Context: an optimization exercise on an open-source flow, tuned for small area. The choices shown serve that exercise and are no tape-out recipe. The RTL was checked by simulation tests, not by an equivalence proof against the original design. Power and IR drop assume default switching activity.

===== flow/run.sh =====
#!/bin/bash
# The standard layout (standard.sh: the ORFS flow, standard synthesis included) with two
# changes: port buffers are sky130_fd_sc_hd__buf_1 instead of the tool's pick, and clock tree
# synthesis inserts no dummy loads. All of make's output goes to flow_make.log here; each ORFS
# step keeps its own log under orfs/logs/.
set -euo pipefail
bash standard.sh \
  "BUFFER_PORTS_ARGS=-buffer_cell sky130_fd_sc_hd__buf_1" \
  "CTS_ARGS=-sink_clustering_enable -repair_clock_nets -buf_list sky130_fd_sc_hd__clkbuf_8 -sink_clustering_size 16 -sink_clustering_max_diameter 60 -dont_use_dummy_load" \
  finish > flow_make.log 2>&1

===== standard.sh =====
#!/bin/bash
# synth_recipe.tcl (not shown) runs the flow's synth.tcl, then flattens the netlist and writes it again
# the make line also repeats each setting of config.mk as NAME=value (left out here)
make -C /OpenROAD-flow-scripts/flow DESIGN_CONFIG=/design/flow/config.mk WORK_HOME=/design/flow/orfs CLKGATE_MAP_FILE= SYNTH_SCRIPT=/design/flow/synth_recipe.tcl "${@:-finish}"

===== config.mk =====
export PLATFORM = sky130hd
export DESIGN_NAME = i2c_top
export DESIGN_NICKNAME = i2c_top
export VERILOG_FILES = /design/flow/design.v
export SDC_FILE = /design/flow/constraint.sdc
export NUM_CORES = 4
export LEC_CHECK = 0
export CAP_MARGIN = 20
export CORE_MARGIN = 2
export CORE_UTILIZATION = 55
export PLACE_DENSITY = 0.7
export SLEW_MARGIN = 20

===== constraint.sdc =====
create_clock -name core_clock -period 12.0 [get_ports {clk}]
set_input_delay 2.4000 -clock core_clock [delete_from_list [all_inputs] [get_ports {clk}]]
set_output_delay 2.4000 -clock core_clock [all_outputs]
set_load 0.01 [all_outputs]

===== design.v =====
module i2c_top(
    input           clk,
    input           rstn,
    input           apb_sel,
    input           apb_en,
    input           apb_write,
    output          apb_ready,
    input  [31:0]   apb_addr,
    input  [31:0]   apb_wdata,
    output [31:0]   apb_rdata,
    output          i2c_irq,
    input           i2c_scl_i,
    output          i2c_scl_o,
    input           i2c_sda_i,
    output          i2c_sda_o
);
    wire [4:0]                  tx_fifo_ocy                     ;
    wire                        tx_fifo_wr                      ;
    wire [9:0]                  tx_fifo_din                     ;
    wire [4:0]                  rx_fifo_ocy                     ;
    wire                        rx_fifo_rd                      ;
    wire [7:0]                  rx_fifo_dout                    ;
    wire [4:0]                  rx_fifo_pirq                    ;
    wire [9:0]                  slv_adr                         ;
    wire [6:0]                  cr                              ;
    wire [7:0]                  cr_clr                          ;
    wire [6:0]                  cr_set                          ;  
    wire [7:0]                  sr                              ;
    wire [7:0]                  irq_req                         ;
    wire [31:0]                 tsusta                          ;
    wire [31:0]                 tsusto                          ;
    wire [31:0]                 thdsta                          ;
    wire [31:0]                 tsudat                          ;
    wire [31:0]                 tbuf                            ;
    wire [31:0]                 thigh                           ;
    wire [31:0]                 tlow                            ;
    wire [31:0]                 thddat                          ;
    wire [7:0]                  tim_dflt                        ;
    wire                        cr_msms                         ;
i2c_reg u_i2c_reg ( 
        .clk                    (clk                            ),  
        .rstn                   (rstn                           ),  
        .apb_sel                (apb_sel                        ),  
        .apb_en                 (apb_en                         ),  
        .apb_write              (apb_write                      ),  
        .apb_ready              (apb_ready                      ),  
        .apb_addr               (apb_addr[31:0]                 ),  
        .apb_wdata              (apb_wdata[31:0]                ),  
        .apb_rdata              (apb_rdata[31:0]                ),  
        .irq                    (i2c_irq                        ),  
        .tx_fifo_ocy            (tx_fifo_ocy[4:0]               ),  
        .tx_fifo_wr             (tx_fifo_wr                     ),  
        .tx_fifo_wdat           (tx_fifo_din[9:0]               ),  
        .rx_fifo_ocy            (rx_fifo_ocy[4:0]               ),  
        .rx_fifo_rd             (rx_fifo_rd                     ),  
        .rx_fifo_rdat           (rx_fifo_dout[7:0]              ),  
        .rx_fifo_pirq           (rx_fifo_pirq[4:0]              ),  
        .slv_adr                (slv_adr[9:0]                   ),  
        .cr                     (cr[6:0]                        ),  
        .cr_clr                 (cr_clr[6:0]                    ),  
        .cr_set                 (cr_set[6:0]                    ),  
        .sr                     (sr[7:0]                        ),  
        .irq_req                (irq_req[7:0]                   ),  
        .tsusta                 (tsusta[31:0]                   ),  
        .tsusto                 (tsusto[31:0]                   ),  
        .thdsta                 (thdsta[31:0]                   ),  
        .tsudat                 (tsudat[31:0]                   ),  
        .tbuf                   (tbuf[31:0]                     ),  
        .thigh                  (thigh[31:0]                    ),  
        .tlow                   (tlow[31:0]                     ),  
        .thddat                 (thddat[31:0]                   ),  
        .tim_dflt               (tim_dflt[7:0]                  )   
    );
i2c_core u_i2c_core( 
        .clk                    (clk                            ),  
        .rstn                   (rstn                           ),  
        .slv_adr                (slv_adr[6:0]                   ),  
        .cr                     ({1'b0, cr[6:0]}                ),  
        .cr_clr                 (cr_clr[7:0]                    ),  
        .cr_set                 (cr_set[6:0]                    ),  
        .sr                     (sr[7:0]                        ),  
        .irq_req                (irq_req[7:0]                   ),  
        .tx_fifo_ocy            (tx_fifo_ocy[4:0]               ),  
        .tx_fifo_wr             (tx_fifo_wr                     ),  
        .tx_fifo_din            (tx_fifo_din[9:0]               ),  
        .rx_fifo_pirq           (rx_fifo_pirq[4:0]              ),  
        .rx_fifo_ocy            (rx_fifo_ocy[4:0]               ),  
        .rx_fifo_rd             (rx_fifo_rd                     ),  
        .rx_fifo_dout           (rx_fifo_dout[7:0]              ),  
        .debounce_cnt           (14'd10                         ),  
        .tsusta                 (tsusta[31:0]                   ),  
        .thdsta                 (thdsta[31:0]                   ),  
        .tsusto                 (tsusto[31:0]                   ),  
        .tsudat                 (tsudat[31:0]                   ),  
        .thddat                 (thddat[31:0]                   ),  
        .tim_dflt               (tim_dflt[7:0]                  ),  
        .tlow                   (tlow[31:0]                     ),  
        .thigh                  (thigh[31:0]                    ),  
        .tbuf                   (tbuf[31:0]                     ),  
        .sda_in                 (i2c_sda_i                      ),  
        .sda_out                (i2c_sda_o                      ),  
        .scl_in                 (i2c_scl_i                      ),  
        .scl_out                (i2c_scl_o                      )   
    );
endmodule
module i2c_reg(
    input               clk,
    input               rstn,
    input               apb_sel,
    input               apb_en,
    input               apb_write,
    output              apb_ready,
    input       [31:0]  apb_addr,
    input       [31:0]  apb_wdata,
    output reg  [31:0]  apb_rdata,
    output              irq,
    input       [4:0]   tx_fifo_ocy,
    output              tx_fifo_wr,
    output      [9:0]   tx_fifo_wdat,
    input       [4:0]   rx_fifo_ocy,
    output              rx_fifo_rd,
    input       [7:0]   rx_fifo_rdat,
    output      [4:0]   rx_fifo_pirq,
    output      [9:0]   slv_adr,
    output reg  [6:0]   cr,
    input       [6:0]   cr_clr,
    input       [6:0]   cr_set,
    input       [7:0]   sr,
    input       [7:0]   irq_req,
    output reg  [31:0]  tsusta,
    output reg  [31:0]  tsusto,
    output reg  [31:0]  thdsta,
    output reg  [31:0]  tsudat,
    output reg  [31:0]  tbuf,
    output reg  [31:0]  thigh,
    output reg  [31:0]  tlow,
    output reg  [31:0]  thddat,
    output reg  [7:0]   tim_dflt    
);
localparam [31:0] D_TSUSTA = 32'h23a;
localparam [31:0] D_TSUSTO = 32'h1f4;
localparam [31:0] D_THDSTA = 32'h1ae;
localparam [31:0] D_TSUDAT = 32'h100;
localparam [31:0] D_TBUF   = 32'h1f4;
localparam [31:0] D_THIGH  = 32'h1ed;
localparam [31:0] D_TLOW   = 32'h1ed;
localparam [31:0] D_THDDAT = 32'h40;
reg         gie;
reg  [7:0]  isr;
reg  [7:0]  ier;
reg  [9:0]  txr;
reg  [6:0]  adr;
reg  [2:0]  ten_adr;
reg  [4:0]  rx_pirq;
wire        wr_en;
wire        rd_en;
assign apb_ready = 1'b1;
assign rx_fifo_pirq[4:0] = rx_pirq[4:0];
assign slv_adr      = {ten_adr, adr};
assign wr_en =  apb_write & apb_en & apb_sel;
assign rd_en = ~apb_write & apb_en & apb_sel;
wire [8:0] a = apb_addr[8:0];
wire a_gie    = a == 9'h01c;
wire a_isr    = a == 9'h020;
wire a_ier    = a == 9'h028;
wire a_cr     = a == 9'h100;
wire a_sr     = a == 9'h104;
wire a_txr    = a == 9'h108;
wire a_rx     = a == 9'h10c;
wire a_adr    = a == 9'h110;
wire a_txocy  = a == 9'h114;
wire a_rxocy  = a == 9'h118;
wire a_tenadr = a == 9'h11c;
wire a_pirq   = a == 9'h120;
wire a_tsusta = a == 9'h128;
wire a_tsusto = a == 9'h12c;
wire a_thdsta = a == 9'h130;
wire a_tsudat = a == 9'h134;
wire a_tbuf   = a == 9'h138;
wire a_thigh  = a == 9'h13c;
wire a_tlow   = a == 9'h140;
wire a_thddat = a == 9'h144;
wire a_none   = !(a_gie | a_isr | a_ier | a_cr | a_sr | a_txr | a_rx | a_adr |
                  a_txocy | a_rxocy | a_tenadr | a_pirq | a_tsusta | a_tsusto |
                  a_thdsta | a_tsudat | a_tbuf | a_thigh | a_tlow | a_thddat);
wire [7:0] a_tim = {a_thddat, a_tlow, a_thigh, a_tbuf, a_tsudat, a_thdsta, a_tsusto, a_tsusta};
wire [7:0] we_tim = {8{wr_en}} & a_tim;
always @(posedge clk or negedge rstn)
begin
    if (!rstn) begin
        gie         <= 1'b0;
        ier         <= 8'h0;
        adr         <= 7'b0;
        ten_adr     <= 3'b0;
        rx_pirq     <= 5'b1;
        txr         <= 10'b0;
    end else if (wr_en) begin
        if (a_gie)    gie     <= apb_wdata[31];
        if (a_ier)    ier     <= apb_wdata[7:0];
        if (a_txr)    txr     <= apb_wdata[9:0];
        if (a_adr)    adr     <= apb_wdata[7:1];
        if (a_tenadr) ten_adr <= apb_wdata[2:0];
        if (a_pirq)   rx_pirq <= apb_wdata[4:0];
    end
end
always @(posedge clk or negedge rstn)
begin
    if (!rstn) tim_dflt <= 8'hff;
    else       tim_dflt <= tim_dflt & ~we_tim;
end
always @(posedge clk)
begin
    if (we_tim[0]) tsusta <= apb_wdata;
    if (we_tim[1]) tsusto <= apb_wdata;
    if (we_tim[2]) thdsta <= apb_wdata;
    if (we_tim[3]) tsudat <= apb_wdata;
    if (we_tim[4]) tbuf   <= apb_wdata;
    if (we_tim[5]) thigh  <= apb_wdata;
    if (we_tim[6]) tlow   <= apb_wdata;
    if (we_tim[7]) thddat <= apb_wdata;
end
always @(posedge clk or negedge rstn)
begin
    if (!rstn) begin
        cr[6:0] <= 7'b0;
    end else begin
        if(wr_en && a_cr)
            cr[6:0]<= apb_wdata[6:0];
        else
            cr[6:0] <=(cr[6:0] | cr_set) & (~cr_clr);
    end
end
wire [7:0] rs_tim = a_tim & ~tim_dflt;
wire [7:0] rd_tim = a_tim &  tim_dflt;
always @(posedge clk)
begin
    apb_rdata <= ({32{a_gie}}    & {gie, 31'b0})
               | ({32{a_isr}}    & {24'b0, isr})
               | ({32{a_ier}}    & {24'b0, ier})
               | ({32{a_cr}}     & {25'b0, cr})
               | ({32{a_sr}}     & {24'b0, sr})
               | ({32{a_txr}}    & {22'b0, txr})
               | ({32{a_rx}}     & {24'b0, rx_fifo_rdat})
               | ({32{a_adr}}    & {24'b0, adr, 1'b0})
               | ({32{a_txocy}}  & {27'b0, tx_fifo_ocy})
               | ({32{a_rxocy}}  & {27'b0, rx_fifo_ocy})
               | ({32{a_tenadr}} & {29'b0, ten_adr})
               | ({32{a_pirq}}   & {27'b0, rx_pirq})
               | ({32{rs_tim[0]}} & tsusta)
               | ({32{rs_tim[1]}} & tsusto)
               | ({32{rs_tim[2]}} & thdsta)
               | ({32{rs_tim[3]}} & tsudat)
               | ({32{rs_tim[4]}} & tbuf)
               | ({32{rs_tim[5]}} & thigh)
               | ({32{rs_tim[6]}} & tlow)
               | ({32{rs_tim[7]}} & thddat)
               | ({32{rd_tim[0]}} & D_TSUSTA)
               | ({32{rd_tim[1]}} & D_TSUSTO)
               | ({32{rd_tim[2]}} & D_THDSTA)
               | ({32{rd_tim[3]}} & D_TSUDAT)
               | ({32{rd_tim[4]}} & D_TBUF)
               | ({32{rd_tim[5]}} & D_THIGH)
               | ({32{rd_tim[6]}} & D_TLOW)
               | ({32{rd_tim[7]}} & D_THDDAT)
               | ({32{a_none}}   & 32'hdeadbeef);
end
always @(posedge clk or negedge rstn)
begin
    if (!rstn)
        isr <= 8'h0;
    else
        isr <= (isr & ~({8{wr_en & a_isr}} & apb_wdata[7:0])) | irq_req;
end
assign tx_fifo_wr   = wr_en && a_txr;
assign tx_fifo_wdat = apb_wdata[9:0];
assign rx_fifo_rd   = rd_en && a_rx;
assign irq          = |(isr & ier) & gie;
endmodule
module i2c_core(
    input           clk,
    input           rstn,
    input   [6:0]   slv_adr,
    input   [7:0]   cr,
    output  [7:0]   cr_clr,
    output  [6:0]   cr_set,
    output  [7:0]   sr,
    output  [7:0]   irq_req,
    output  [4:0]   tx_fifo_ocy,
    input           tx_fifo_wr,
    input   [9:0]   tx_fifo_din,
    input   [4:0]   rx_fifo_pirq,
    output  [4:0]   rx_fifo_ocy,
    input           rx_fifo_rd,
    output  [7:0]   rx_fifo_dout,
    input      [13:0]   debounce_cnt,
    input      [31:0]   tsusta,
    input      [31:0]   thdsta,
    input      [31:0]   tsusto,
    input      [31:0]   tsudat,
    input      [31:0]   thddat,
    input      [7:0]    tim_dflt,
    input      [31:0]   tlow,
    input      [31:0]   thigh,
    input      [31:0]   tbuf,
    input           sda_in,
    output          sda_out,
    input           scl_in,
    output          scl_out
);
    wire                        sr_bb                           ;
    wire                        cr_rsta_set                     ;
    wire                        cr_tx_set                       ;
    wire                        cr_tx_clr                       ;
    wire                        cr_txak_set                     ;
    wire                        cr_txak_clr                     ;
    wire                        cr_msms_set                     ;
    wire                        cr_msms_clr                     ;
    wire                        tx_fifo_rd                      ;
    wire [9:0]                  tx_fifo_dout                    ;
    wire                        tx_fifo_empty                   ;
    wire                        tx_fifo_full                    ;
    wire                        rx_fifo_empty                   ;
    wire                        rx_fifo_wr                      ;
    wire [7:0]                  rx_fifo_din                     ;
    wire                        rx_fifo_full                    ;
    wire                        cr_en                           ;
    wire                        dyna_msms_set                   ;
    wire                        dyna_msms_clr                   ;
    wire                        dyna_txak_set                   ;
    wire                        dyna_txak_clr                   ;
    wire                        dyna_tx_set                     ;
    wire                        dyna_tx_clr                     ;
    wire                        dyna_rsta_set                   ;
    wire                        fsm_msms_clr                    ;  
    wire                        cr_tx                           ;
    wire                        cr_gcen                         ;
    wire                        cr_txak                         ;
    wire                        cr_rsta                         ;
    wire                        cr_rsta_clr                     ;
    wire                        sr_abgc                         ;
    wire                        sr_aas                          ;
    wire                        sr_srw                          ;
    wire                        irq_nas                         ;
    wire                        irq_tx_err                      ;
    wire                        irq_tx_empty                    ;
    wire [3:0]                  cmd                             ;
    wire                        cmd_ack                         ;
    wire                        phy_rx                          ;
    wire                        phy_tx                          ;
    wire                        al                              ;
    wire                        irq_rx_pfull                   ;
    wire                        scl_gauge_en                    ;
    wire                        msms                            ;
    wire                        rsta_det                        ;
    wire                        sta_det                         ;
    wire                        sto_det                         ;
    wire                        busy                            ;
    wire                        scl_rising                      ;
    wire                        scl_faling                      ;
    wire                        cr_msms                         ;
    wire                        cr_txfifo_rst                   ;
    wire [4:0] rx_fifo_pfull_th;
    wire fsm_tx_set;
    wire fsm_tx_clr;
assign sr_bb = busy;
assign {
    cr_gcen,
    cr_rsta,
    cr_txak,
    cr_tx,
    cr_msms,
    cr_txfifo_rst,
    cr_en } = cr;
assign cr_clr = {
    1'b0,
    cr_rsta_clr,
    cr_txak_clr,
    cr_tx_clr,
    cr_msms_clr, 2'b0};
assign cr_set = {
    1'b0,
    cr_rsta_set,
    cr_txak_set,
    cr_tx_set,
    cr_msms_set,
    2'b0
    };
assign cr_rsta_set = dyna_rsta_set;
assign cr_tx_set   = dyna_tx_set || fsm_tx_set;
assign cr_tx_clr   = dyna_tx_clr || fsm_tx_clr;
assign cr_txak_set = dyna_txak_set;
assign cr_txak_clr = dyna_txak_clr;
assign cr_msms_set = dyna_msms_set;
assign cr_msms_clr = al || dyna_msms_clr || fsm_msms_clr;
assign sr = {
    tx_fifo_empty,
    rx_fifo_empty,
    rx_fifo_full,
    tx_fifo_full,
    sr_srw,
    sr_bb,
    sr_aas,
    sr_abgc
    };
assign irq_req = {
    !tx_fifo_ocy[3],
    irq_nas,
    sr_aas,
    !sr_bb,
    irq_rx_pfull,
    irq_tx_empty,
    irq_tx_err,
    al};
assign rx_fifo_pfull_th[4:0] = rx_fifo_pirq[4:0];
sync_fifo#(.DW(10), .DEPTH(16)) u_tx_fifo ( 
        .clk                    (clk                            ),  
        .rstn                   (rstn && (!cr_txfifo_rst)       ),  
        .rd                     (tx_fifo_rd                     ),  
        .dout                   (tx_fifo_dout[9:0]              ),  
        .empty                  (tx_fifo_empty                  ),  
        .wr                     (tx_fifo_wr                     ),  
        .din                    (tx_fifo_din[9:0]               ),  
        .full                   (tx_fifo_full                   ),  
        .ocy                    (tx_fifo_ocy[4:0]               )   
    );
sync_fifo #( .DW(8), .DEPTH(16)) u_rx_fifo ( 
        .clk                    (clk                            ),  
        .rstn                   (rstn                           ),  
        .rd                     (rx_fifo_rd                     ),  
        .dout                   (rx_fifo_dout[7:0]              ),  
        .empty                  (rx_fifo_empty                  ),  
        .wr                     (rx_fifo_wr                     ),  
        .din                    (rx_fifo_din[7:0]               ),  
        .full                   (rx_fifo_full                   ),  
        .ocy                    (rx_fifo_ocy[4:0]               )   
    );
i2c_dynamic_ctrl u_i2c_dynamic_ctrl( 
        .clk                    (clk                            ),  
        .rstn                   (rstn                           ),  
        .cr_en                  (cr_en                          ),  
        .cr_msms                (cr_msms                        ),  
        .dyna_msms_set          (dyna_msms_set                  ),  
        .dyna_msms_clr          (dyna_msms_clr                  ),  
        .dyna_txak_set          (dyna_txak_set                  ),  
        .dyna_txak_clr          (dyna_txak_clr                  ),  
        .dyna_tx_set            (dyna_tx_set                    ),  
        .dyna_tx_clr            (dyna_tx_clr                    ),  
        .dyna_rsta_set          (dyna_rsta_set                  ),  
        .tx_fifo_empty          (tx_fifo_empty                  ),  
        .tx_fifo_rd             (tx_fifo_rd                     ),  
        .tx_fifo_dout           (tx_fifo_dout[9:0]              ),  
        .tx_fifo_wr             (tx_fifo_wr                     ),  
        .tx_fifo_din            (tx_fifo_din[9:0]               ),  
        .rx_fifo_wr             (rx_fifo_wr                     )   
    );
i2c_core_fsm u_i2c_core_fsm( 
        .clk                    (clk                            ),  
        .rstn                   (rstn                           ),  
        .slv_addr               (slv_adr[6:0]                   ),  
        .cr_msms                (cr_msms                        ),  
        .cr_msms_clr            (fsm_msms_clr                   ),  
        .cr_tx                  (cr_tx                          ),  
        .cr_tx_set              (fsm_tx_set                     ),  
        .cr_tx_clr              (fsm_tx_clr                     ),  
        .cr_gcen                (cr_gcen                        ),  
        .cr_txak                (cr_txak                        ),  
        .cr_en                  (cr_en                          ),  
        .cr_rsta                (cr_rsta                        ),  
        .cr_rsta_clr            (cr_rsta_clr                    ),  
        .sr_abgc                (sr_abgc                        ),  
        .sr_aas                 (sr_aas                         ),  
        .sr_srw                 (sr_srw                         ),  
        .irq_nas                (irq_nas                        ),  
        .irq_tx_err             (irq_tx_err                     ),  
        .irq_tx_empty           (irq_tx_empty                   ),  
        .irq_rx_pfull           (irq_rx_pfull                   ),  
        .cmd                    (cmd[3:0]                       ),  
        .cmd_ack                (cmd_ack                        ),  
        .phy_rx                 (phy_rx                         ),  
        .phy_tx                 (phy_tx                         ),  
        .phy_abort              (al                             ),  
        .rx_fifo_pirq           (rx_fifo_pfull_th[4:0]          ),  
        .rx_fifo_wr             (rx_fifo_wr                     ),  
        .rx_fifo_din            (rx_fifo_din[7:0]               ),  
        .rx_fifo_ocy            (rx_fifo_ocy[4:0]               ),  
        .rx_fifo_empty          (rx_fifo_empty                  ),  
        .tx_fifo_empty          (tx_fifo_empty                  ),  
        .tx_fifo_rd             (tx_fifo_rd                     ),  
        .tx_fifo_dout           (tx_fifo_dout[9:0]              ),  
        .tx_fifo_ocy            (tx_fifo_ocy[4:0]               ),  
        .scl_gauge_en           (scl_gauge_en                   ),  
        .msms                   (msms                           ),  
        .rcv_rsta               (rsta_det                       ),  
        .rcv_sta                (sta_det                        ),  
        .rcv_sto                (sto_det                        )   
    );
i2c_phy u_i2c_phy( 
        .clk                    (clk                            ),  
        .rstn                   (rstn                           ),  
        .ena                    (cr_en                          ),  
        .cmd                    (cmd[3:0]                       ),  
        .cmd_ack                (cmd_ack                        ),  
        .al                     (al                             ),  
        .rsta_det               (rsta_det                       ),  
        .din                    (phy_tx                         ),  
        .dout                   (phy_rx                         ),  
        .debounce_cnt           (debounce_cnt[13:0]             ),  
        .tsusta                 (tsusta[31:0]                   ),  
        .thdsta                 (thdsta[31:0]                   ),  
        .tsusto                 (tsusto[31:0]                   ),  
        .tsudat                 (tsudat[31:0]                   ),  
        .thddat                 (thddat[31:0]                   ),  
        .tim_dflt               (tim_dflt[7:0]                  ),  
        .tlow                   (tlow[31:0]                     ),  
        .thigh                  (thigh[31:0]                    ),  
        .tbuf                   (tbuf[31:0]                     ),  
        .cr_msms                (msms                           ),  
        .sta_det                (sta_det                        ),  
        .sto_det                (sto_det                        ),  
        .busy                   (busy                           ),  
        .scl_rising             (scl_rising                     ),  
        .scl_faling             (scl_faling                     ),  
        .scl_gauge_en           (scl_gauge_en                   ),  
        .scl_in                 (scl_in                         ),  
        .scl_out                (scl_out                        ),  
        .sda_in                 (sda_in                         ),  
        .sda_out                (sda_out                        )   
    );
endmodule
module sync_fifo#(
    parameter DW = 8,
    parameter DEPTH = 16,
    parameter AW = 4
)(
    input               clk,
    input               rstn,
    input               rd,
    output      [DW-1:0]dout,
    output  reg         empty,
    input               wr,
    input       [DW-1:0]din,
    output              full,
    output      [AW:0]  ocy
);
reg  [DW*DEPTH-1:0] mem;
reg  [AW-1:0]       cnt;
wire                wr_int;
wire                rd_int;
assign full   = !empty & (&cnt);
assign wr_int = wr & !full;
assign rd_int = rd & !empty;
assign ocy    = {1'b0, cnt};
always @(posedge clk or negedge rstn)
begin
    if(!rstn) begin
        empty <= 1'b1;
        cnt   <= {AW{1'b0}};
    end
    else if(wr_int && !rd_int) begin
        empty <= 1'b0;
        if(!empty) cnt <= cnt + 1'b1;
    end
    else if(rd_int && !wr_int) begin
        if(cnt == 0) empty <= 1'b1;
        else         cnt   <= cnt - 1'b1;
    end
end
always @(posedge clk)
begin
    if(wr_int)
        mem <= {mem[DW*(DEPTH-1)-1:0], din};
end
reg [DW-1:0] rd_q;
integer i;
always @(*) begin
    rd_q = {DW{1'b0}};
    for (i = 0; i < DEPTH; i = i + 1)
        rd_q = rd_q | ({DW{!empty && cnt == i}} & mem[i*DW +: DW]);
end
assign dout = rd_q;
endmodule  
module i2c_dynamic_ctrl(
    input           clk,
    input           rstn,
    input           cr_en,
    input           cr_msms,
    output          dyna_msms_set,
    output          dyna_msms_clr,
    output          dyna_txak_set,
    output          dyna_txak_clr,
    output          dyna_tx_set,
    output          dyna_tx_clr,
    output          dyna_rsta_set,
    input           tx_fifo_empty,
    input           tx_fifo_rd,
    input   [9:0]   tx_fifo_dout,
    input           tx_fifo_wr,
    input   [9:0]   tx_fifo_din,
    input           rx_fifo_wr
);
reg [7:0]   rcnt;
reg         load;
reg         start_hold;
wire        start_set;
wire        start;
assign start         = !tx_fifo_empty & tx_fifo_dout[8] |
                        tx_fifo_empty & tx_fifo_wr & tx_fifo_din[8];
assign start_set     = !start_hold & start;
assign dyna_msms_set = start_set & cr_en & !cr_msms;
assign dyna_rsta_set = start_set & cr_en &  cr_msms;
assign dyna_msms_clr = (tx_fifo_rd | (rx_fifo_wr & rcnt == 1)) & tx_fifo_dout[9];
assign dyna_txak_set = rx_fifo_wr && rcnt == 2;
assign dyna_txak_clr = start_set & cr_en;
assign dyna_tx_set   = tx_fifo_rd && tx_fifo_dout[8] && (!tx_fifo_dout[0]);
assign dyna_tx_clr   = tx_fifo_rd && tx_fifo_dout[9] || 
                       tx_fifo_rd && tx_fifo_dout[8] && tx_fifo_dout[0];
always@(posedge clk or negedge rstn)
begin
    if(!rstn) begin
        rcnt <= 8'b0;
        load <= 1'b0;
        start_hold <= 1'b0;
    end
    else begin
        load <= tx_fifo_rd && tx_fifo_dout[8] && tx_fifo_dout[0];
        start_hold <= start;
        if(load)
            rcnt <= tx_fifo_dout[7:0];
        else if(rx_fifo_wr)
            rcnt <= rcnt - 1;
    end
end
endmodule
module i2c_core_fsm(
    input               clk,
    input               rstn,
    input       [6:0]   slv_addr,
    input               cr_msms,
    output              cr_msms_clr,
    input               cr_tx,
    output              cr_tx_set,
    output              cr_tx_clr,
    input               cr_gcen,
    input               cr_txak,
    input               cr_en,
    input               cr_rsta,
    output              cr_rsta_clr,
    output reg          sr_abgc,
    output reg          sr_aas,
    output reg          sr_srw,
    output reg          irq_nas, 
    output              irq_tx_err,
    output              irq_tx_empty,
    output              irq_rx_pfull,
    output reg [ 3:0]   cmd,       
    input               cmd_ack,   
    input               phy_rx,
    output reg          phy_tx,
    input               phy_abort,
    input       [4:0]   rx_fifo_pirq,
    output              rx_fifo_wr, 
    output      [7:0]   rx_fifo_din,
    input       [4:0]   rx_fifo_ocy,
    input               rx_fifo_empty,
    input               tx_fifo_empty,
    output              tx_fifo_rd,
    input       [9:0]   tx_fifo_dout,
    input       [4:0]   tx_fifo_ocy,
    output              scl_gauge_en,
    output reg          msms,
    input               rcv_rsta,
    input               rcv_sta,
    input               rcv_sto
);
    localparam ST_IDLE  = 4'h0;
    localparam ST_START = 4'h1;
    localparam ST_READ  = 4'h3;
    localparam ST_RACK  = 4'h4;
    localparam ST_WRITE = 4'h5;
    localparam ST_WACK  = 4'h6;
    localparam ST_WSUSP = 4'h8;
    localparam ST_RSUSP = 4'h9;
    localparam ST_STOP  = 4'h7;
    reg  [3:0]  cstate;
    reg  [3:0]  nstate;
    reg  [3:0]  pstate;
    reg  [2:0]  cnt;
    wire [2:0]  cnt_x;
    reg  [7:0]  sr;
    wire        load;
    wire        tx_ready;
    wire        rx_ready;
    reg         cr_msms_r;
    wire        msms_set;
    wire        msms_clr;
    wire        msms_x;
    wire        active_abort;
    wire        tx; 
    wire        cnt_clr;
    reg         adr_phase;
    wire        adr_phase_x;
    wire        adr_phase_set;
    wire        ack_done;
    wire                        aas_set                         ;
    wire                        gc_set                          ;
    wire                        aas_x                           ;
    wire                        abgc_x                          ;
    wire                        nas_clr                         ;
    wire                        nas_set                         ;
    wire                        nas_x                           ;
    wire                        shift                           ;
    wire                        cnt_done                       ;
    wire rack_done;
    wire wack_done;
assign msms_set = cr_msms && !cr_msms_r;
assign msms_clr = cstate == ST_STOP && cmd_ack;
assign msms_x   = msms_set ? 1'b1:
                  msms_clr ? 1'b0:
                  msms;
assign tx            = msms? cr_tx : (aas_set? phy_rx : sr_srw);
assign scl_gauge_en  = cstate == ST_READ && adr_phase;
assign rack_done     = (cstate == ST_RACK) & cmd_ack;
assign wack_done     = (cstate == ST_WACK) & cmd_ack;
assign ack_done      = rack_done | wack_done;
assign adr_phase_set = (cstate == ST_IDLE)  & rcv_sta |
                       (cstate == ST_START) & cmd_ack;
assign adr_phase_x   = ack_done ? 1'b0 :
                       adr_phase_set ? 1'b1 : adr_phase;
assign active_abort   = !cr_msms & msms;
always@(*)
begin
    nstate = cstate;
    cmd    = 4'h0;
    phy_tx = 1'b0;
    case(cstate)
        ST_IDLE : begin
            if(msms && tx_ready)
                nstate = ST_START;
            else if(rcv_sta)
                nstate = ST_READ;
        end
        ST_START : begin
            cmd  = 4'h1;
            if(cmd_ack) nstate = ST_WRITE; 
        end
        ST_READ  : begin
            cmd = 4'h4;
            if(cnt_done) nstate = ST_RACK;
        end
        ST_RACK : begin
            cmd    = 4'h3;
            phy_tx = adr_phase & !(sr_aas | sr_abgc) | !adr_phase & cr_txak;
            if(cmd_ack) begin
                if(!msms & phy_rx)
                    nstate = ST_IDLE;
                else if(tx)
                    nstate = ST_WSUSP;
                else
                    nstate = ST_RSUSP;
            end
        end
        ST_WRITE : begin
            cmd = 4'h3;
            phy_tx = sr[7];
            if(phy_abort)
                nstate = ST_IDLE;
            else if(cnt_done) 
                nstate = ST_WACK;
        end
        ST_WACK : begin
            cmd = 4'h4;
            if(cmd_ack) begin
                if(phy_rx | active_abort)
                    nstate = msms ? ST_STOP : ST_IDLE;
                else if(tx)
                    nstate = ST_WSUSP;
                else
                    nstate = ST_RSUSP;
            end
        end
        ST_WSUSP : begin
            cmd = 4'h5;
            if(tx_ready)
                nstate = cr_rsta? ST_START : ST_WRITE;
        end
        ST_RSUSP : begin
            cmd = 4'h5;
            if(cr_rsta)
                nstate = ST_WSUSP;
            else if(rx_ready)
                nstate = active_abort ? ST_STOP : ST_READ;
        end
        ST_STOP : begin
            cmd = 4'h2;
            if(cmd_ack) nstate = ST_IDLE;
        end
        default:;
    endcase
end
assign cnt_clr       = cnt_done || rcv_rsta;
assign cnt_x         = cnt_clr ? 3'h7 :
                       shift   ? cnt - 1'b1 : cnt;
assign cnt_done      = ~(|cnt) & cmd_ack;
assign rx_ready      = rx_fifo_ocy[4:0] < rx_fifo_pirq[4:0] | rx_fifo_empty;
assign rx_fifo_wr    = rack_done && !adr_phase;
assign rx_fifo_din   = sr[7:0];
assign tx_ready      = !tx_fifo_empty;
assign tx_fifo_rd    = load;
assign shift = (cstate == ST_READ || cstate == ST_WRITE) && cmd_ack;
assign load  = (cstate != ST_WRITE) && (nstate == ST_WRITE);
assign gc_set    = !msms & adr_phase & cnt_done & (sr[6:0] == 7'b0) & cr_gcen;
assign aas_set   = !msms & adr_phase & cnt_done & (sr[6:0] == slv_addr[6:0]);
assign cr_tx_set =  msms & adr_phase & cnt_done & !phy_rx;
assign cr_tx_clr =  msms & adr_phase & cnt_done &  phy_rx;
assign cr_msms_clr = wack_done & phy_rx;
assign cr_rsta_clr = cr_rsta && (cstate == ST_START) && cmd_ack;
assign aas_x     = rcv_sto ? 1'b0 : 
                   aas_set ? 1'b1 : 
                   sr_aas;
assign abgc_x    = rcv_sto  ? 1'b0 :
                   gc_set   ? 1'b1 :
                   sr_abgc;
assign nas_clr   = aas_set | gc_set;
assign nas_set   = rcv_sto;
assign nas_x     = nas_clr ? 1'b0 : 
                   nas_set ? 1'b1 :
                   irq_nas ;
assign irq_tx_err   = ack_done & phy_rx;
assign irq_tx_empty = (cstate == ST_WSUSP) && tx_fifo_empty;
assign irq_rx_pfull = !rx_ready && (cstate == ST_RSUSP);
always@(posedge clk or negedge rstn)
begin
    if(!rstn) begin
        cstate          <= ST_IDLE;
        pstate          <= ST_IDLE;
        cnt             <= 3'h7; 
        irq_nas         <= 1'b1;
        sr_aas          <= 1'b0;
        sr_abgc         <= 1'b0;
        sr_srw          <= 1'b0;
        cr_msms_r       <= 1'b0;
        msms            <= 1'b0;
        adr_phase       <= 1'b0;
    end
    else begin
        cstate          <= nstate;
        cnt             <= cnt_x;
        pstate          <= (nstate == cstate)? pstate : cstate;
        sr_srw          <= aas_set ? phy_rx : sr_srw;
        irq_nas         <= nas_x;
        sr_aas          <= aas_x;
        sr_abgc         <= abgc_x;
        cr_msms_r       <= cr_msms;
        msms            <= msms_x;
        adr_phase       <= adr_phase_x;
    end
end
always @(posedge clk)
begin
    if (load)       sr <= tx_fifo_dout[7:0];
    else if(shift)  sr <= {sr[6:0], phy_rx};
end
endmodule
module i2c_phy(
    input               clk,
    input               rstn,
    input               ena,
    input      [ 3:0]   cmd,
    output              cmd_ack,
    output              al,
    output              rsta_det,
    input               din,
    output              dout,
    input      [13:0]   debounce_cnt,
    input      [31:0]   tsusta,
    input      [31:0]   thdsta,
    input      [31:0]   tsusto,
    input      [31:0]   tsudat,
    input      [31:0]   thddat,
    input      [7:0]    tim_dflt,
    input      [31:0]   tlow,
    input      [31:0]   thigh,
    input      [31:0]   tbuf,
    input               cr_msms,
    output              sta_det,
    output              sto_det,
    output              busy,
    output              scl_rising,
    output              scl_faling,
    input               scl_gauge_en,
    input               scl_in,
    output              scl_out,
    input               sda_in,
    output              sda_out
);
    wire [31:0]                 tlow_gauge                      ;
    wire                        tlow_g_dflt                     ;
    wire                        scl_o                           ;
    wire                        scl_i                           ;
    wire                        sda_o                           ;
    wire                        sda_i                           ;
    wire [31:0]                 thigh_mux                       ;
assign scl_out = scl_o;
assign sda_out = sda_o;
assign thigh_mux = thigh;
i2c_phy_debounce u_i2c_phy_debounce( 
        .clk                    (clk                            ),  
        .rstn                   (rstn                           ),  
        .scl                    (scl_in                         ),  
        .sda                    (sda_in                         ),  
        .debounce_cnt           (debounce_cnt[13:0]             ),  
        .sta_det                (sta_det                        ),  
        .sto_det                (sto_det                        ),  
        .busy                   (busy                           ),  
        .scl_rising             (scl_rising                     ),  
        .scl_faling             (scl_faling                     ),  
        .scl_gauge_en           (scl_gauge_en                   ),  
        .tlow                   (tlow_gauge[31:0]               ),  
        .tlow_dflt              (tlow_g_dflt                    ),  
        .scl_o                  (scl_o                          ),  
        .scl_i                  (scl_i                          ),  
        .sda_o                  (sda_o                          ),  
        .sda_i                  (sda_i                          )   
    );
i2c_phy_fsm u_i2c_phy_fsm( 
        .clk                    (clk                            ),  
        .rstn                   (rstn                           ),  
        .ena                    (ena                            ),  
        .msms                   (cr_msms                        ),  
        .cmd                    (cmd[3:0]                       ),  
        .cmd_ack                (cmd_ack                        ),  
        .al                     (al                             ),  
        .rsta_det               (rsta_det                       ),  
        .din                    (din                            ),  
        .dout                   (dout                           ),  
        .tsusta                 (tsusta[31:0]                   ),  
        .thdsta                 (thdsta[31:0]                   ),  
        .tsusto                 (tsusto[31:0]                   ),  
        .tsudat                 (tsudat[31:0]                   ),  
        .thddat                 (thddat[31:0]                   ),  
        .tim_dflt               (tim_dflt[7:0]                  ),  
        .tlow                   (tlow[31:0]                     ),  
        .tlow_g                 (tlow_gauge[31:0]               ),  
        .tlow_g_dflt            (tlow_g_dflt                    ),  
        .thigh                  (thigh_mux[31:0]                ),  
        .tbuf                   (tbuf[31:0]                     ),  
        .sto_det                (sto_det                        ),  
        .sta_det                (sta_det                        ),  
        .scl_rising             (scl_rising                     ),  
        .scl_falling            (scl_faling                     ),  
        .scl_i                  (scl_i                          ),  
        .sda_i                  (sda_i                          ),  
        .scl_o                  (scl_o                          ),  
        .sda_o                  (sda_o                          )   
    );
endmodule
module i2c_phy_debounce (
    input               clk,
    input               rstn,
    input               scl,
    input               sda,
    input       [13:0]  debounce_cnt,
    output              sta_det,
    output              sto_det,
    output  reg         busy,
    output              scl_rising,
    output              scl_faling,
    input               scl_gauge_en,
    output  reg [31:0]  tlow,        
    output  reg         tlow_dflt,   
    input               scl_o,
    output              scl_i,
    input               sda_o,
    output              sda_i
);
reg [ 1:0] cSCL, cSDA;       
reg [ 2:0] fSCL, fSDA;       
reg        sSCL, sSDA;       
reg        dSCL, dSDA;       
reg [3:0]  filter_cnt;       
reg [31:0] timing_cnt;
always@(posedge clk or negedge rstn)
begin
    if(!rstn) begin
        timing_cnt <= 32'b0;
        tlow_dflt  <= 1'b1;
    end
    else begin
        timing_cnt <= (scl_gauge_en & (scl_rising | scl_faling)) ? 32'b0 :
                      timing_cnt + {31'b0, scl_gauge_en & busy};
        if(scl_gauge_en & scl_rising) tlow_dflt <= 1'b0;
    end
end
always@(posedge clk)
begin
    if(scl_gauge_en && scl_rising) tlow <= timing_cnt;
end
always @(posedge clk or negedge rstn)
    if (!rstn) begin
        cSCL <= 2'b00;
        cSDA <= 2'b00;
    end else begin
        cSCL <= {cSCL[0],scl};
        cSDA <= {cSDA[0],sda};
    end
always @(posedge clk or negedge rstn)
    if (!rstn) 
        filter_cnt <= 4'h0;
    else if (~|filter_cnt)
        filter_cnt <= debounce_cnt[3:0];  
    else
        filter_cnt <= filter_cnt -1;
always @(posedge clk or negedge rstn)
    if (!rstn) begin
        fSCL <= 3'b111;
        fSDA <= 3'b111;
    end else if (~|filter_cnt) begin
        fSCL <= {fSCL[1:0],cSCL[1]};
        fSDA <= {fSDA[1:0],cSDA[1]};
    end
always @(posedge clk or negedge rstn)
    if (~rstn) begin
        sSCL <= 1'b1;
        sSDA <= 1'b1;
        dSCL <= 1'b1;
        dSDA <= 1'b1;
    end else begin
        sSCL <= &fSCL[2:1] | &fSCL[1:0] | (fSCL[2] & fSCL[0]);
        sSDA <= &fSDA[2:1] | &fSDA[1:0] | (fSDA[2] & fSDA[0]);
        dSCL <= sSCL;
        dSDA <= sSDA;
    end
always @(posedge clk or negedge rstn)
    if (~rstn)
        busy <= 1'b0;
    else if(sta_det)
        busy <= 1'b1;
    else if(sto_det)
        busy <= 1'b0;
assign sta_det = sSCL && (!sSDA) && dSDA;
assign sto_det = sSCL && sSDA && (!dSDA);
assign scl_i   = dSCL;
assign sda_i   = dSDA;
assign scl_faling = dSCL && (!sSCL);
assign scl_rising = (!dSCL) && sSCL;
endmodule
module i2c_phy_fsm (
    input             clk,       
    input             rstn,      
    input             ena,       
    input             msms,      
    input      [ 3:0] cmd,       
    output            cmd_ack,   
    output reg        al,        
    output reg        rsta_det,
    input             din,
    output reg        dout,
    input      [31:0] tsusta,
    input      [31:0] thdsta,
    input      [31:0] tsusto,
    input      [31:0] tsudat,
    input      [31:0] thddat,
    input      [31:0] tlow,
    input      [31:0] tlow_g,    
    input             tlow_g_dflt,  
    input      [7:0]  tim_dflt,  
    input      [31:0] thigh,
    input      [31:0] tbuf,
    input             sto_det,
    input             sta_det,
    input             scl_rising,
    input             scl_falling,
    input             scl_i,     
    input             sda_i,     
    output reg        scl_o,     
    output reg        sda_o      
);
    localparam idle    = 4'b0000;
    localparam hang    = 4'b0001;
    localparam wr_c    = 4'b0010;    
    localparam start_a = 4'b0100;    
    localparam start_d = 4'b0101;    
    localparam rd_a    = 4'b0110;    
    localparam rd_c    = 4'b0111;    
    localparam rd_b    = 4'b1000;    
    localparam wr_b    = 4'b1001;    
    localparam stop_a  = 4'b1010;    
    localparam wr_a    = 4'b1011;    
    localparam start_b = 4'b1100;    
    localparam start_c = 4'b1101;    
    localparam stop_b  = 4'b1110;    
    localparam stop_c  = 4'b1111;    
    parameter TSUSTA = 0;
    parameter THDSTA = 1;
    parameter THDSTO = 2;
    parameter TSUDAT = 3;
    parameter THDDAT = 4;
    parameter TLOW   = 5;
    parameter THIGH  = 6;
    parameter TBUF   = 7;
    reg        dscl_o  ;         
    wire       sda_chk;          
    reg        slv_wait;       
    wire       slv_wait_set;
    wire       slv_wait_clr;
    reg [31:0] cnt;              
    wire[31:0] cnt_nxt;
    wire       cnt_clr;
    wire       wait_thigh_done;
    wire       wait_tlow_done;  
    wire       wait_tbuf_done;  
    wire       wait_tsusta_done;
    wire       wait_thdsta_done;
    wire       wait_tsudat_done;
    wire       wait_thddat_done;
    wire       wait_tsusto_done;
    reg       scl_x;
    reg       sda_x;
    reg [3:0] cstate, nstate; 
    assign cnt_clr = cstate != nstate;
    assign cnt_nxt = cnt_clr ? 32'b0 : 
                     slv_wait ? cnt : cnt + 1'b1;
    wire       s_tlow   = cstate[3:2] == 2'b01;
    wire       s_thigh  = cstate[3:1] == 3'b100;
    wire       s_tsudat = cstate[3:1] == 3'b101;
    wire       s_tsusta = cstate == start_b;
    wire       s_thdsta = cstate == start_c;
    wire       s_tsusto = cstate == stop_b;
    wire       s_tbuf   = cstate == stop_c;
    wire       s_thddat = cstate == wr_c;
    wire [7:0] d        = tim_dflt;
    wire       tlow0    = msms ? (tlow[0] | d[6]) : (tlow_g[0] | tlow_g_dflt);
    wire       s_tlow_m = s_tlow &  msms;
    wire       s_tlow_g = s_tlow & !msms;
    wire [32:0] tsel    = ({33{s_tlow_m & !d[6]}}    & {1'b0, tlow})
                        | ({33{s_tlow_m &  d[6]}}    & {1'b0, 32'h1ed})
                        | ({33{s_tlow_g & !tlow_g_dflt}} & {1'b0, tlow_g})
                        | ({33{s_tlow_g &  tlow_g_dflt}} & {1'b0, 32'hffff_ffff})
                        | ({33{s_tbuf & !d[4]}}      & {1'b0, tbuf[31:1], tlow0})
                        | ({33{s_tbuf &  d[4]}}      & {1'b0, 31'h1f4 >> 1, tlow0})
                        | ({33{s_thigh & !d[5]}}     & {thigh,  1'b0})
                        | ({33{s_thigh &  d[5]}}     & {32'h1ed, 1'b0})
                        | ({33{s_tsudat & !d[3]}}    & {tsudat, 1'b0})
                        | ({33{s_tsudat &  d[3]}}    & {32'h100, 1'b0})
                        | ({33{s_tsusta & !d[0]}}    & {tsusta, 1'b0})
                        | ({33{s_tsusta &  d[0]}}    & {32'h23a, 1'b0})
                        | ({33{s_thdsta & !d[2]}}    & {thdsta, 1'b0})
                        | ({33{s_thdsta &  d[2]}}    & {32'h1ae, 1'b0})
                        | ({33{s_tsusto & !d[1]}}    & {tsusto, 1'b0})
                        | ({33{s_tsusto &  d[1]}}    & {32'h1f4, 1'b0})
                        | ({33{s_thddat & !d[7]}}    & {thddat, 1'b0})
                        | ({33{s_thddat &  d[7]}}    & {32'h40, 1'b0});
    wire       cnt_ge   = {cnt, 1'b0} >= tsel;
    wire       cnt_eq   = {cnt, 1'b0} == tsel;
    assign wait_thigh_done  = cnt_ge;
    assign wait_tlow_done   = cnt_ge;
    assign wait_tbuf_done   = cnt_ge;
    assign wait_tsusta_done = cnt_eq;
    assign wait_thdsta_done = cnt_eq;
    assign wait_tsudat_done = cnt_eq;
    assign wait_thddat_done = cnt_eq;
    assign wait_tsusto_done = cnt_eq;
    assign cmd_ack = cstate == start_d & wait_tlow_done |
                     cstate == stop_c  & wait_tbuf_done |
                     cstate == rd_c    & (wait_tlow_done || !msms) |
                     cstate == wr_c    & wait_thddat_done;
    always @(posedge clk or negedge rstn)
      if (!rstn) dscl_o <= 1'b1;
      else       dscl_o <= scl_o  ;
    assign slv_wait_set = (!dscl_o & scl_o) & (!scl_i);
    assign slv_wait_clr = slv_wait & scl_i;
    always @(posedge clk or negedge rstn)
      if (!rstn) slv_wait <= 1'b0;
      else       slv_wait <= (slv_wait & ~slv_wait_clr) | slv_wait_set ;
    wire cmd_stop;
    assign cmd_stop = (cmd == 4'h2);
    assign sda_chk = cstate == wr_b && nstate == wr_c;
    always @(posedge clk or negedge rstn)
      if (~rstn)
          al <= 1'b0;
      else
          al <= (sda_chk & ~sda_i & sda_o) | (sto_det & ~cmd_stop & msms);
    always @(posedge clk or negedge rstn)
      if (!rstn) begin
        dout     <= 1'b1;
        rsta_det <= 1'b0;
      end
      else begin
      if (scl_rising) dout <= sda_i;
      if (scl_falling && (dout != sda_i) && cstate == rd_b) 
          rsta_det <=1'b1;
      else if(cmd_ack)
          rsta_det <=1'b0;
      end
    always @(posedge clk)
      cnt <= (al | (ena & cnt_clr)) ? 32'b0 : cnt + {31'b0, ena & !slv_wait};
    always @(posedge clk or negedge rstn)
      if (!rstn) begin
          cstate <= idle;
          scl_o   <= 1'b1;
          sda_o   <= 1'b1;
      end
      else if (al) begin
          cstate <= idle;
          scl_o   <= 1'b1;
          sda_o   <= 1'b1;
      end
      else if(ena) begin 
        cstate  <= nstate;
        scl_o   <= scl_x;
        sda_o   <= sda_x;
      end
    always@(*) begin
        nstate = cstate;
        scl_x  = scl_o;
        sda_x  = sda_o;
        case (cstate) 
              idle: begin
                  case (cmd) 
                       4'h1: nstate = start_a;
                       4'h2:  nstate = stop_a; 
                       4'h3: nstate = wr_a;
                       4'h4:  nstate = rd_a;
                       4'h5:  nstate = hang;
                       default:        nstate = idle;
                  endcase
                  scl_x   = scl_o  ;  
                  sda_x   = sda_o  ;  
              end
              start_a: begin
                  scl_x = scl_o; 
                  sda_x = 1'b1; 
                  if(wait_tlow_done) nstate = start_b;
              end
              start_b: begin
                  scl_x = 1'b1;
                  sda_x = 1'b1;
                  if(wait_tsusta_done) nstate = start_c;
              end
              start_c: begin
                  scl_x = 1'b1;
                  sda_x = 1'b0;
                  if(wait_thdsta_done) nstate = start_d;
              end
              start_d: begin
                  scl_x = 1'b0; 
                  sda_x = 1'b0; 
                  if(wait_tlow_done) nstate = idle;
              end
              stop_a: begin
                  scl_x = 1'b0;  
                  sda_x = 1'b0;  
                  if(wait_tsudat_done) nstate = stop_b;
              end
              stop_b: begin
                  scl_x = 1'b1;  
                  sda_x = 1'b0;  
                  if(wait_tsusto_done) nstate = stop_c;
              end
              stop_c: begin
                  scl_x = 1'b1;  
                  sda_x = 1'b1;  
                  if(wait_tbuf_done) nstate = idle;
              end
              rd_a: begin
                  scl_x = !msms;  
                  sda_x = 1'b1;  
                  if(wait_tlow_done && msms || scl_rising && !msms) nstate = rd_b;
              end
              rd_b: begin
                  scl_x = 1'b1;  
                  sda_x = 1'b1;  
                  if(wait_thigh_done && msms || scl_falling && !msms) nstate = rd_c;
              end
              rd_c: begin
                  scl_x = !msms;  
                  sda_x = 1'b1;  
                  if(wait_tlow_done || !msms) nstate = idle;
              end
              wr_a: begin
                  scl_x = 1'b0;  
                  sda_x = din;   
                  if(wait_tsudat_done) nstate = wr_b;
              end
              wr_b: begin
                  scl_x = 1'b1;  
                  sda_x = din;   
                  if(wait_thigh_done && msms || scl_falling && !msms) nstate = wr_c;
              end
              wr_c: begin
                  scl_x = !msms;  
                  sda_x = din;
                  if(wait_thddat_done) nstate = idle;
              end
              hang: begin
                  scl_x = 1'b0;  
                  sda_x = sda_o;
                  if(cmd != 4'h5) nstate = idle;
              end
              default: ;
        endcase
    end
endmodule

==> flow_summary.toml, run 1 <==
[outcome]
run_status = "no timing/DRC/antenna violations"

[logic_synthesis]
synth-edff-count = 584
synthCells = 2551
avgSynthCellArea_um2 = 13.4
seq_area_frac_synth_pct = 66.4
yosys_warnings = 7
synth_area_um2 = 34200
synthArstFlopShare_pct = 19.2
synth_cell_types = 86
syn_nets = 2681
synth-main-ff-cell = "edfxtp_1"
ys_ff_latch = 802

[timing]
setup-tns-final_ps = 0
hold_viol = 0
max_freq_ghz = 0.120
layout_worst_path_cycle_share_pct = 69.5
rsz0062_at_grt = "false"
worst_pin_slew_ps = 1180
period_needed_ps = 8340
skew_ps = 83.9
setup_viol = 0
slew_violations = 0
slew_headroom_pct = 21.3

[clocking]
clk_pin_slew_worst_paths_ps = 100
cts-resized-gates = 0
cts-root-buf = "clkbuf_8"
cts_setup_buffers = 0
cts_sinks = 802
tritoncts = "yes"
htree_levels = 2
cts_max_path_buffers = 3
clock_latency_ps = 740
holdBufCountCts = 0
cts_inserted_buffers = 61

[pwr]
vdd_ir_drop_max_mv = 0.102
p_leak_nw = 12.3
power_density_nw_per_um2 = 142
power_mw = 5.17

[die]
io_pins = 107
start_util_pct = 55.5
die_area_um2 = 64200
num_rows = 91
fp.dieH_um = 253
die_w_um = 253
core_area_um2 = 61600

[final_layout]
fillers = 4767
syn_to_final_growth_pct = 6.83
multi_input_area_um2 = 11000
regArea_um2 = 22700
layout.nets = 2746
drive_gt1_share_pct = 9.95

[global_routing]
grt_max_degree = 97
grt_use_total_pct = 30.1
grt_antenna_before_repair = 10
grt_pass1_wl_mm = 144
grt_pass1_vias = 22800
overflow = 0

[routing]
via_per_inst = 6.84
drtIter0Drc = 3424
first_pass_iters = 9
drc = 0
wirelength_mm = 97.3
ant_nets = 0
wl_per_cell_um = 28.1
num_vias = 23600

[worst_setup_path]
worstPathMaxFanout = 31
cp.arrival_ps = 8940
reg2reg_depth = 22
r2r_slack_ps = 3660
cp.required_ps = 12600
worstSetupStartpointType = "flip-flop"
worstSetupEndpointType = "flip-flop"
r2r_start = "u_i2c_core.u_i2c_phy.u_i2c_phy_fsm.cstate[1]"
timing.rr.end = "u_i2c_core.u_tx_fifo.cnt[3]"
crit_type = "flip-flop to flip-flop"

[place]
post-dp-hpwl_mm = 61.8
place_congestion = 0.918
port_buffers = 82

[run]
cap_viol_max_count = 0

[min_path]
hp-class = "flip-flop to asynchronous set/reset pin"
[area by class of cell]
class                   instances  area share (%)
clock buffers                  61            2.30
inverters                      51           0.524
diodes                          5          0.0343
well taps                     837            2.87
repair buffers                136            1.97
flip-flops and latches        802            62.2
multi-input cells            1564            30.1
[through the flow]
stage / cell area, um^2 / cells / hold slack (ps) / worst slack, ps / util [%]
after global placement: 35700 / 3389 / 325 / 3950 / 57.9
final: 36500 / 3456 / 349 / 3660 / 59.3
after CTS: 36500 / 3450 / 361 / 3850 / 59.3
after global routing: 36500 / 3453 / 375 / 3140 / 59.3
after detailed placement: 35700 / 3389 / 339 / 3830 / 57.9
after floorplan: 34200 / 2551 / 269 / 602 / -
[routing by layer]
metal / vias up / part of all wire [%] / track usage, %
met5: - / 0.083 / 0
met3: 250 / 13 / 8.69
met2: 1616 / 44 / 43.9
met4: 12 / 3.2 / 10.6
li1: 10100 / - / -
met1: 11700 / 40 / 43.4
[cells in the mapped netlist (all sizes together), types with 52 or more instances]
| library cell | count | area [um^2] |
|---|---|---|
| edfxtp | 584 | 17500 |
| a22oi | 229 | 1720 |
| nor2 | 186 | 698 |
| nand2 | 166 | 623 |
| dfrtp | 124 | 3100 |
| clkbuf | 103 | 388 |
| nand3 | 96 | 490 |
| nand4 | 74 | 475 |
| o21ai | 71 | 355 |
| a22o | 69 | 604 |
| dfxtp | 64 | 1280 |
| ha | 59 | 738 |
| a221oi | 57 | 499 |
| a21oi | 56 | 280 |
| xor2 | 52 | 455 |
[worst max-delay path: stages, from the launching register on]
cell and delay (ps):
dfrtp_1 770, clkinv_1 470, nor2_1 390, nand2_1 320
nor2_2 160, buf_4 460, nand2_1 130, nand4_1 120
a211oi_1 150, ha_1 380, nand4_1 210, nor4_4 510
a21boi_2 600, o21ai_1 260, buf_4 230, or3_1 370
o211a_1 290, nor3_2 870, nand2_1 260, ha_1 370
a211oi_1 580, nand2_1 140, xnor2_1 150
[cell usage in the layout (no fill, tap or decap), drive strengths merged, types with 8 or more instances in the layout]
cell,synthesis,routed
a211oi,32,32
a21oi,56,56
a221oi,57,57
a222oi,29,29
a22o,69,69
a22oi,229,229
and2,18,18
and3,20,20
and4,9,9
buf,31,134
clkbuf,103,63
dfrtp,124,124
dfstp,30,30
dfxtp,64,64
edfxtp,584,584
ha,59,59
inv,49,49
mux2,43,43
mux2i,17,17
nand2,166,166
nand2b,13,13
nand3,96,96
nand4,74,74
nand4b,20,20
nor2,186,186
nor2b,25,25
nor3,38,38
nor3b,12,12
nor4,16,16
nor4bb,8,8
o21a,8,8
o21ai,71,71
xnor2,38,38
xor2,52,52
[registers in the layout, indices dropped and copies added, names as in the netlist, 10 cells and up]
| signal | flops |
|---|---|
| u_i2c_core.u_tx_fifo.mem | 160 |
| u_i2c_core.u_rx_fifo.mem | 128 |
| u_i2c_core.u_i2c_phy.u_i2c_phy_debounce.timing_cnt | 32 |
| u_i2c_core.u_i2c_phy.u_i2c_phy_debounce.tlow | 32 |
| u_i2c_core.u_i2c_phy.u_i2c_phy_fsm.cnt | 32 |
| u_i2c_reg.apb_rdata | 32 |
| u_i2c_reg.tbuf | 32 |
| u_i2c_reg.thddat | 32 |
| u_i2c_reg.thdsta | 32 |
| u_i2c_reg.thigh | 32 |
| u_i2c_reg.tlow | 32 |
| u_i2c_reg.tsudat | 32 |
| u_i2c_reg.tsusta | 32 |
| u_i2c_reg.tsusto | 32 |
| u_i2c_reg.txr | 10 |
[power breakdown]
part           total (mW)  switching [mW]  internal [mW]  leakage (nW)
logic               0.840           0.572          0.268          4.21
clock network        1.29           0.838          0.451         0.439
registers            3.04          0.0431           3.00          7.65
total                5.17            1.45           3.72          12.3
[cells by family after synthesis]
kind of cell	share of synthesized area (%)
XOR/XNOR	2.31
buffers and inverters	2.14
flip-flops	66.4
adder cells (fa/ha/maj)	2.22
other	0.0110
AO/OA/AOI/OAI	13.6
multiplexers	2.31
AND/OR/NAND/NOR	11.0
[worst max path at each step]
stage | startpoint | end
after CTS | u_i2c_core.u_i2c_phy.u_i2c_phy_fsm.cstate[1] | u_i2c_core.u_tx_fifo.cnt[3]
after floorplan | u_i2c_core.u_i2c_phy.u_i2c_phy_fsm.cstate[3] | u_i2c_core.u_rx_fifo.cnt[3]
final | u_i2c_core.u_i2c_phy.u_i2c_phy_fsm.cstate[1] | u_i2c_core.u_tx_fifo.cnt[3]
after global placement | u_i2c_core.u_i2c_phy.u_i2c_phy_fsm.cstate[1] | u_i2c_core.u_tx_fifo.cnt[2]
after global routing | u_i2c_core.u_i2c_phy.u_i2c_phy_fsm.cstate[1] | u_i2c_core.u_tx_fifo.cnt[3]
after detailed placement | u_i2c_core.u_i2c_phy.u_i2c_phy_fsm.cstate[1] | u_i2c_core.u_tx_fifo.cnt[3]
==> run 2: changes to the inputs <==
--- a/config.mk
+++ b/config.mk
@@ -9,4 +9,6 @@
 export CORE_MARGIN = 2
-export CORE_UTILIZATION = 55
-export PLACE_DENSITY = 0.7
+export CORE_UTILIZATION = 50
+export CTS_BUF_LIST = sky130_fd_sc_hd__clkbuf_8
+export CTS_CLUSTER_DIAMETER = 60
+export CTS_CLUSTER_SIZE = 16
 export SLEW_MARGIN = 20
==> run 2 against run 1 <==
Against the previous run:
- synthesized cell count is the same
- critical path type unchanged
- highest routed layer is now met4
- global-route usage decreased by 1.6 points
- still clean on timing, DRC and antenna
- fmax down 1.1%
- largest cell class unchanged
==> flow_summary.toml, run 2 <==
[die]
fp.dieH_um = 266
io_pins = 107
die_area_um2 = 70500
num_rows = 95
core_area_um2 = 67400
start_util_pct = 50.7
die_w_um = 266

[final_layout]
largestRegisters = "u_i2c_core.u_tx_fifo.mem (160), u_i2c_core.u_rx_fifo.mem (128)"
final_cell_mix = "edfxtp_1, a22oi_1, nor2_1, nand2_1, dfrtp_1"
top_register = "u_i2c_core.u_tx_fifo.mem"
largest_reg_flops = 160
layout.nets = 2748
multi_input_area_um2 = 11000
syn_to_final_growth_pct = 7.05
fillers = 5587
drive_gt1_share_pct = 10.1
layout_commonest_cell = "edfxtp_1"
stdcell_count = 3493
regArea_um2 = 22700

[worst_setup_path]
timing.rr.end = "u_i2c_core.u_tx_fifo.cnt[2]"
cp.required_ps = 12600
crit_chain = "and2_0 -> nand3_1 -> nor2_2 -> buf_4 -> a22oi_1 -> nand4_1 -> a211oi_1 -> ha_1 -> nand4_1 -> nor4_4 -> a21boi_2 -> o21ai_1 -> buf_4 -> or3_1 -> o211a_1 -> nor3_2 -> nand2_1 -> ha_1 -> a211oi_1 -> nand2_1 -> xnor2_1"
path_buf_inv = 2
cp_slowest_cell = "dfrtp_1"
crit_start = "u_i2c_core.u_i2c_phy.u_i2c_phy_fsm.cstate[3]"
cp.arrival_ps = 9030
r2r_slack_ps = 3570
crit_type = "flip-flop to flip-flop"
slowest_delay_ps = 930
worstSetupEndpointType = "flip-flop"
crit_family = "simple AND/OR/NAND/NOR gates"
reg2reg_depth = 21
worstSetupStartpointType = "flip-flop"
worstPathMaxFanout = 27
r2r_start = "u_i2c_core.u_i2c_phy.u_i2c_phy_fsm.cstate[3]"

[clocking]
cts-root-buf = "clkbuf_8"
clock_latency_ps = 740
cts_setup_buffers = 0
clk_pin_slew_worst_paths_ps = 100
tritoncts = "yes"
cts_max_path_buffers = 3
holdBufCountCts = 0
cts_inserted_buffers = 61
cts-resized-gates = 0
htree_levels = 2
cts_sinks = 802

[place]
placedCellCount = 3427
place_congestion = 0.914
post-dp-hpwl_mm = 65.3
port_buffers = 82

[routing]
num_vias = 23400
top_layer = "met4"
wl_per_cell_um = 29.2
m1WireLength_mm = 43.9
met2WireLength_mm = 44.0
drtIter0Drc = 3505
ant_nets = 0
drc = 0
first_pass_iters = 9
wirelength_mm = 102
via_per_inst = 6.70
wl_met3_mm = 11.7

[logic_synthesis]
synth_top_area_share_pct = 51.3
synth.most_common_cell = "edfxtp_1"
synthArstFlopShare_pct = 19.2
synth_largest_area_cell = "edfxtp_1"
yosys_warnings = 7
synthTopCellsByCount = "edfxtp_1, a22oi_1, nor2_1"
avgSynthCellArea_um2 = 13.4
seq_area_frac_synth_pct = 66.4
syn_nets = 2681
synth-main-ff-cell = "edfxtp_1"
synthCells = 2551
ys_top_cells_by_area = "edfxtp_1, dfrtp_1, a22oi_1"
synth_area_um2 = 34200
synth_cell_types = 86
synth-edff-count = 584
ys_ff_latch = 802

[pwr]
p_leak_nw = 12.3
power_density_nw_per_um2 = 141
vdd_ir_drop_max_mv = 0.103

[timing]
setup-tns-final_ps = 0
hold_viol = 0
worst_pin_slew_ps = 1160
slew_violations = 0
hold_ws_ps = 332
skew_ps = 81.1
rsz0062_at_grt = "false"
slew_headroom_pct = 21.6
layout_worst_path_cycle_share_pct = 70.3
setup_viol = 0
max_freq_ghz = 0.119
period_needed_ps = 8430

[global_routing]
grt_max_degree = 92
grt_antenna_before_repair = 2
grt_use_total_pct = 28.5
grt_pass1_vias = 22800
grt_pass1_wl_mm = 149
overflow = 0

[min_path]
worstHoldEndpoint = "u_i2c_core.u_i2c_phy.u_i2c_phy_debounce.cSDA[1]"
min_from = "u_i2c_core.u_i2c_phy.u_i2c_phy_debounce.cSDA[0]"
hp-class = "flip-flop to flip-flop"
hold_depth = 0

[run]
cap_viol_max_count = 0

[outcome]
run_status = "no timing/DRC/antenna violations"
run 2: cell counts after synthesis:
No cell type changed its count.
run 2: per-stage QoR:
step | total power, mW | utilization, % | worst slack (ps) | instance area, um^2
floorplan | 3.61 | - | 602 | 34200
global placement | 3.90 | 53.0 | 3830 | 35700
CTS | 5.19 | 54.3 | 3680 | 36600
finish | 5.18 | 54.3 | 3570 | 36600
detailed placement | 3.92 | 53.0 | 3680 | 35700
global route | 5.36 | 54.3 | 2980 | 36600
run 2: cell type report:
type / count / area share (%)
inverters: 51 / 0.523
well taps: 873 / 2.98
clock buffers: 61 / 2.29
flip-flops and latches: 802 / 62.0
repair buffers: 138 / 2.00
multi-input cells: 1564 / 30.1
diodes: 4 / 0.0273
run 2: worst max path at each step:
stage	endpoint	slack, ps	cells past startpoint
3_3_place_gp	u_i2c_core.u_tx_fifo.cnt[2]	3830	21
6_report	u_i2c_core.u_tx_fifo.cnt[2]	3570	21
2_1_floorplan	u_i2c_core.u_rx_fifo.cnt[3]	600	23
3_5_place_dp	u_i2c_core.u_tx_fifo.cnt[2]	3680	21
4_1_cts	u_i2c_core.u_tx_fifo.cnt[2]	3680	21
5_1_grt	u_i2c_core.u_tx_fifo.cnt[2]	2980	21
run 2: cell families after synthesis:
family	count (synthesis)	synth area share (%)
compound gates	622	13.6
xor+xnor	90	2.31
fa+ha+maj	61	2.22
buf+inv	185	2.14
flops	802	66.4
mux	66	2.31
other cells	1	0.0110
simple gates	724	11.0
run 2: where the power goes:
| group | leakage (nW) | internal, mW | switching [mW] | total, mW |
|---|---|---|---|---|
| registers | 7.65 | 3.00 | 0.0670 | 3.06 |
| logic | 4.23 | 0.264 | 0.560 | 0.823 |
| clock network | 0.439 | 0.451 | 0.842 | 1.29 |
run 2: layer usage:
layer  vias to the layer above  global-route usage, %
met1                     11800                   42.6
met2                      1359                   41.1
met5                         -                      0
met4                         0                   7.80
met3                       172                   7.60
li1                      10100                      -

==> static timing again, ports no longer ideal <==
In the flow no input, the clock included, has a driving cell. The finished layouts below were timed again as built, in two steps.
Step 1 (the two cells are an assumption about what drives the block):
set clk [get_ports {clk}]
set_driving_cell -lib_cell sky130_fd_sc_hd__clkbuf_16 $clk
set_driving_cell -lib_cell sky130_fd_sc_hd__buf_2 [delete_from_list [all_inputs] $clk]
Step 2 adds t to the input delays and takes it off the output delays; t is the mean of the earliest and latest rising clock arrival at the registers after step 1. Input paths then give back, and output paths get back, about the clock's delay inside the block.
a / b / c = ideal ports / drivers / drivers and shift; a / b = the first two.
| run | t, ns | slack for setup (ns) | worst setup path at the end | worst register clock-pin slew, ns |
|---|---|---|---|---|
| run 1 | 0.760 | 3.661 / 3.661 / 3.661 | register to register | 0.11 / 0.11 |
| run 2 | 0.768 | 3.568 / 3.568 / 3.568 | register to register | 0.11 / 0.11 |
After both steps setup and hold are still met in every run listed.
